This is an optimization exercise on Yosys and OpenROAD, whose aim is small area and a short achievable clock period, not a production implementation. Where RTL was checked, it was by simulation tests only, not by an equivalence proof against the original. No activity file was given, so power comes from the tool's default toggle rates.

## cordic
module cordic (
    input wire signed [31:0] angle,
    input wire clk, reset,
    output wire signed [31:0] x, y
);
reg [2:0] vcnt;
always @(posedge clk)
    if (reset) vcnt <= 3'd0;
    else if (vcnt != 3'd7) vcnt <= vcnt + 3'd1;
wire [15:0] lo = angle[15:0];
wire [14:0] zo;
wire cin_1;
reg [14:0] lop_1;
wire c8192_0 = (~lop_1[14] & ~lop_1[13]);
wire c8192_1 = (~lop_1[14] & ~lop_1[13] & ~lop_1[12]) | (~lop_1[14] & ~lop_1[13] & lop_1[12] & ~lop_1[11]) | (~lop_1[14] & ~lop_1[13] & lop_1[12] & lop_1[11] & ~lop_1[10]) | (~lop_1[14] & ~lop_1[13] & lop_1[12] & lop_1[11] & lop_1[10] & ~lop_1[9]) | (~lop_1[14] & ~lop_1[13] & lop_1[12] & lop_1[11] & lop_1[10] & lop_1[9] & ~lop_1[8]) | (~lop_1[14] & ~lop_1[13] & lop_1[12] & lop_1[11] & lop_1[10] & lop_1[9] & lop_1[8] & ~lop_1[7]) | (~lop_1[14] & ~lop_1[13] & lop_1[12] & lop_1[11] & lop_1[10] & lop_1[9] & lop_1[8] & lop_1[7] & ~lop_1[6]) | (~lop_1[14] & ~lop_1[13] & lop_1[12] & lop_1[11] & lop_1[10] & lop_1[9] & lop_1[8] & lop_1[7] & lop_1[6] & ~lop_1[5]) | (~lop_1[14] & ~lop_1[13] & lop_1[12] & lop_1[11] & lop_1[10] & lop_1[9] & lop_1[8] & lop_1[7] & lop_1[6] & lop_1[5] & ~lop_1[4]) | (~lop_1[14] & ~lop_1[13] & lop_1[12] & lop_1[11] & lop_1[10] & lop_1[9] & lop_1[8] & lop_1[7] & lop_1[6] & lop_1[5] & lop_1[4] & ~lop_1[3]) | (~lop_1[14] & ~lop_1[13] & lop_1[12] & lop_1[11] & lop_1[10] & lop_1[9] & lop_1[8] & lop_1[7] & lop_1[6] & lop_1[5] & lop_1[4] & lop_1[3] & ~lop_1[2]) | (~lop_1[14] & ~lop_1[13] & lop_1[12] & lop_1[11] & lop_1[10] & lop_1[9] & lop_1[8] & lop_1[7] & lop_1[6] & lop_1[5] & lop_1[4] & lop_1[3] & lop_1[2] & ~lop_1[1]) | (~lop_1[14] & ~lop_1[13] & lop_1[12] & lop_1[11] & lop_1[10] & lop_1[9] & lop_1[8] & lop_1[7] & lop_1[6] & lop_1[5] & lop_1[4] & lop_1[3] & lop_1[2] & lop_1[1] & ~lop_1[0]);
wire c8192 = cin_1 ? c8192_1 : c8192_0;
wire c3362_0 = (~lop_1[14] & ~lop_1[13] & ~lop_1[12] & ~lop_1[11]) | (~lop_1[14] & ~lop_1[13] & ~lop_1[12] & lop_1[11] & ~lop_1[10]) | (~lop_1[14] & ~lop_1[13] & ~lop_1[12] & lop_1[11] & lop_1[10] & ~lop_1[9] & ~lop_1[8]) | (~lop_1[14] & ~lop_1[13] & ~lop_1[12] & lop_1[11] & lop_1[10] & ~lop_1[9] & lop_1[8] & ~lop_1[7] & ~lop_1[6] & ~lop_1[5]) | (~lop_1[14] & ~lop_1[13] & ~lop_1[12] & lop_1[11] & lop_1[10] & ~lop_1[9] & lop_1[8] & ~lop_1[7] & ~lop_1[6] & lop_1[5] & ~lop_1[4] & ~lop_1[3] & ~lop_1[2] & ~lop_1[1]);
  ...
export LEC_CHECK = 0
export CAP_MARGIN = 20
export CORE_MARGIN = 2
export CORE_UTILIZATION = 40
export SLEW_MARGIN = 20
create_clock -name core_clock -period 5.0 [get_ports {clk}]
standard.sh (not shown) runs the stock make flow with config.mk's settings and CLKGATE_MAP_FILE= SYNTH_SCRIPT=/design/flow/synth_recipe.tcl, a recipe that flattens the netlist after the stock synthesis.
==> flow/flow/run.sh <==
#!/bin/bash
# Standard ORFS layout, except that the port buffers are plain buffers
# (buf_1) instead of the delay cells buffer_ports picks by default.
set -euo pipefail
export BUFFER_PORTS_ARGS="-buffer_cell sky130_fd_sc_hd__buf_1"
bash standard.sh finish > flow_standard.log 2>&1
Then changed:
==> flow/flow/run.sh (replaced) <==
#!/bin/bash
# Standard ORFS layout, except that the port buffers are plain buffers
# (buf_2) instead of the delay cells buffer_ports picks by default.
set -euo pipefail
export BUFFER_PORTS_ARGS="-buffer_cell sky130_fd_sc_hd__buf_2"
bash standard.sh finish > flow_standard.log 2>&1
Settings changed: SETUP_SLACK_MARGIN set to 2.4.
Area after synthesis does not change.
Maximum frequency increases by 26%.
Die area stays the same.
Hold slack is worse by 0.0063 ns.
Then changed:
Settings changed: SETUP_SLACK_MARGIN 2.4 to 2.7.
Wire length is higher by 1.8%. Register-to-register slack improved by 0.30 ns. Design area is higher by 4.9%. Worst setup slack improved by 0.30 ns. Via count is higher by 1.7%. Power is higher by 3.3%. Sequential power is about the same. Clock skew is lower by 0.0031 ns. Die area stays the same. First-iteration DRC count is lower by 14%.
No functional check of the RTL was part of any run of this note.

* * *

cordic, a different RTL version from the one above (not shown whole).
For scale: ~670 cells after synthesis, roughly 99 flip-flops, roughly 98 I/O pins, ~5000 sq um of cells after synthesis.
clock: 5.0 ns
lec_check: 0
abc_area: 1
cap_margin: 20
core_margin: 2
core_utilization: 60
cts_buf_list: sky130_fd_sc_hd__clkbuf_4 sky130_fd_sc_hd__clkbuf_8
setup_slack_margin: 2.7
slew_margin: 20
==> flow/flow/run.sh <==
#!/bin/bash
# Standard ORFS layout, except that the port buffers are plain buffers
# (buf_2) instead of the delay cells buffer_ports picks by default.
set -euo pipefail
export BUFFER_PORTS_ARGS="-buffer_cell sky130_fd_sc_hd__buf_2"
bash standard.sh finish > flow_standard.log 2>&1
The baseline finished with timing, DRC and antenna clean.
Next try:
==> flow/flow/run.sh (replaced) <==
#!/bin/bash
# Standard ORFS layout, except that the port buffers are plain buffers
# (buf_1) instead of the delay cells buffer_ports picks by default.
set -euo pipefail
export BUFFER_PORTS_ARGS="-buffer_cell sky130_fd_sc_hd__buf_1"
bash standard.sh finish > flow_standard.log 2>&1
Settings changed: CORE_UTILIZATION 60 to 65, SETUP_SLACK_MARGIN 2.7 to 2.9.
Effect: The changed run produced a clean layout; cell area shrinks by 1.8%; via count grows by 2.0%; total power shrinks by 1.7%; fmax grows by 4.0%; utilization grows by 3.7 points; setup slack improves by 82 ps; synthesized cell count stays the same; non-clock buffer count stays the same; sequential share of layout area grows by 0.84 points; global-route usage grows by 1.5 points; critical path depth shrinks by 9.
Next try:
Settings changed: CORE_UTILIZATION 65 to 60, SETUP_SLACK_MARGIN 2.9 to 2.8.
Design area stays flat.
Via count drops by 2.7%.
Synthesized area does not change.
Next try:
Settings changed: SETUP_SLACK_MARGIN 2.8 to 2.7.
Outcome: The changed run finished with timing, DRC and antenna clean. Global-route usage does not change. Sequential share of layout area hardly moves. Non-clock buffer count is unchanged. Clock-buffer cell count does not change. Core utilization goes down by 0.20 points. Setup slack is worse by 36 ps. Synthesized cell count stays the same.
Next try:
Settings changed: GPL_TIMING_DRIVEN set to 0, SETUP_SLACK_MARGIN 2.7 to 2.9.
=> Critical path depth drops by 7. Power hardly moves. Setup slack is worse by 52 ps.
Next try:
==> flow/flow/run.sh (replaced) <==
#!/bin/bash
# Standard ORFS layout, except that the port buffers are plain buffers
# (buf_2) instead of the delay cells buffer_ports picks by default.
set -euo pipefail
export BUFFER_PORTS_ARGS="-buffer_cell sky130_fd_sc_hd__buf_2"
bash standard.sh finish > flow_standard.log 2>&1
Settings changed: ABC_AREA 1 to not set, GPL_TIMING_DRIVEN 0 to not set, SETUP_SLACK_MARGIN 2.9 to 2.7.
Sequential cell count does not change.
Via count fell by 16%.
Worst setup slack loses 280 ps.
Routed wire length goes down by 19%.
Clock power climbs by 4.6%.

* * *

v18:
Another version of the RTL of cordic (not shown whole).
Size: about 710 cells after synthesis, ~100 flip-flops, roughly 6000 sq um of cells after synthesis.
Design cordic, start of the top module:
module cordic (
    input wire signed [31:0] angle,
    input wire clk, reset,
    output wire signed [31:0] x, y
);
==> flow/config.mk <==
export PLATFORM = sky130hd
export DESIGN_NAME = cordic
export DESIGN_NICKNAME = cordic
export VERILOG_FILES = /design/flow/design.v
export SDC_FILE = /design/flow/constraint.sdc
export NUM_CORES = 4
export LEC_CHECK = 0
export CAP_MARGIN = 20
export CORE_MARGIN = 2
export CORE_UTILIZATION = 40
export SETUP_SLACK_MARGIN = 2.5
export SLEW_MARGIN = 20
==> flow/constraint.sdc <==
create_clock -name core_clock -period 5.0 [get_ports {clk}]
set_input_delay 1.0000 -clock core_clock [delete_from_list [all_inputs] [get_ports {clk}]]
set_output_delay 1.0000 -clock core_clock [all_outputs]
set_load 0.01 [all_outputs]
run.sh (not shown) runs the stock make flow with config.mk's settings and CLKGATE_MAP_FILE= SYNTH_SCRIPT=/design/flow/synth_recipe.tcl, a recipe that flattens the netlist after the stock synthesis.
Stock flow here: none of the scripts above is used.
v18 has completed all stages; timing, DRC and antenna checks passed.
Relative to v18, the following input files were edited for v12:
diff --git a/flow/config.mk b/flow/config.mk
--- a/flow/config.mk
+++ b/flow/config.mk
@@ -11 +10,0 @@
-export SETUP_SLACK_MARGIN = 2.5
Results
As of v12, cell area had fallen by more than 10% compared to v18.
Changes observed in v12 relative to v18: total power moved down; share of the core filled with cells moved down.
Edits applied to the flow inputs when going from v12 to v21:
==> flow/flow/run.sh (new file) <==
#!/bin/bash
# Standard ORFS layout, except that the port buffers are plain buffers
# (buf_2) instead of the delay cells buffer_ports picks by default.
set -euo pipefail
export BUFFER_PORTS_ARGS="-buffer_cell sky130_fd_sc_hd__buf_2"
bash standard.sh finish > flow_standard.log 2>&1
==> flow/standard.sh (new file) <==
#!/bin/bash
# synth_recipe.tcl (not shown) runs the flow's synth.tcl, then flattens the netlist and writes it again
# the make line also repeats each setting of config.mk as NAME=value (left out here)
make -C /OpenROAD-flow-scripts/flow DESIGN_CONFIG=/design/flow/config.mk WORK_HOME=/design/flow/orfs CLKGATE_MAP_FILE= SYNTH_SCRIPT=/design/flow/synth_recipe.tcl "${@:-finish}"
removed: flow/run.sh
[summary]
The final reports for v21 and v12 show first-pass GRT wire length lower in the former. Routed wire length, v21 and v12, higher one = v12. When v21 is measured against v12, its global-route usage turns out 0.99 points lower. In summary, v21 completed successfully, with a layout that passed the timing, DRC and antenna checks. The number of ordinary and repair buffers in the finished layout of v21 is lower than that of v12. In v21, the maximum achievable frequency came out 2.4% below the value in v12. Taking v12 as the reference point, the via count of v21 rises by 30.

## afterwards: timing with drivers on the ports
How much do the figures lean on ideal ports? The routed layouts below were timed once more, with nothing changed but the port constraints. Step 1 assumes that a clkbuf_16 drives the clock port and a buf_2 every other input. Step 2 also shifts input and output timing later by t, the mid clock arrival at the registers, as if the neighbouring blocks saw the same clock. a / b / c = ideal / step 1 / step 2; a / b = the first two.
run	t, ns	setup WS [ns]	worst setup path at the end	slew at the worst register clock pin (ns)
the first run of note 1	0.450	1.749 / 1.749 / 1.749	register to register	0.06 / 0.06
the second run of note 1	0.451	2.424 / 2.424 / 2.211	input to register	0.06 / 0.06
the third run of note 1	0.447	2.721 / 2.721 / 2.495	input to register	0.06 / 0.06
the first run of note 2	0.378	2.902 / 2.891 / 2.588	input to register	0.10 / 0.10
the second run of note 2	0.390	2.984 / 2.949 / 2.658	input to register	0.10 / 0.10
the third run of note 2	0.388	2.941 / 2.941 / 2.663	input to register	0.10 / 0.10
the fourth run of note 2	0.387	2.905 / 2.886 / 2.554	input to register	0.10 / 0.10
the fifth run of note 2	0.390	2.853 / 2.823 / 2.623	input to register	0.10 / 0.10
the sixth run of note 2	0.391	2.572 / 2.554 / 2.163	input to register	0.10 / 0.10
v18	0.389	1.226 / 1.226 / 1.226	register to register	0.07 / 0.07
v12	0.388	0.591 / 0.591 / 0.591	register to register	0.07 / 0.07
v21	0.390	0.483 / 0.483 / 0.483	register to register	0.07 / 0.07
After both steps setup and hold are still met in every run listed. The setup slack of the sixth run of note 2, which loses most, moves by -0.018 ns with the drivers and by -0.409 ns with both steps.
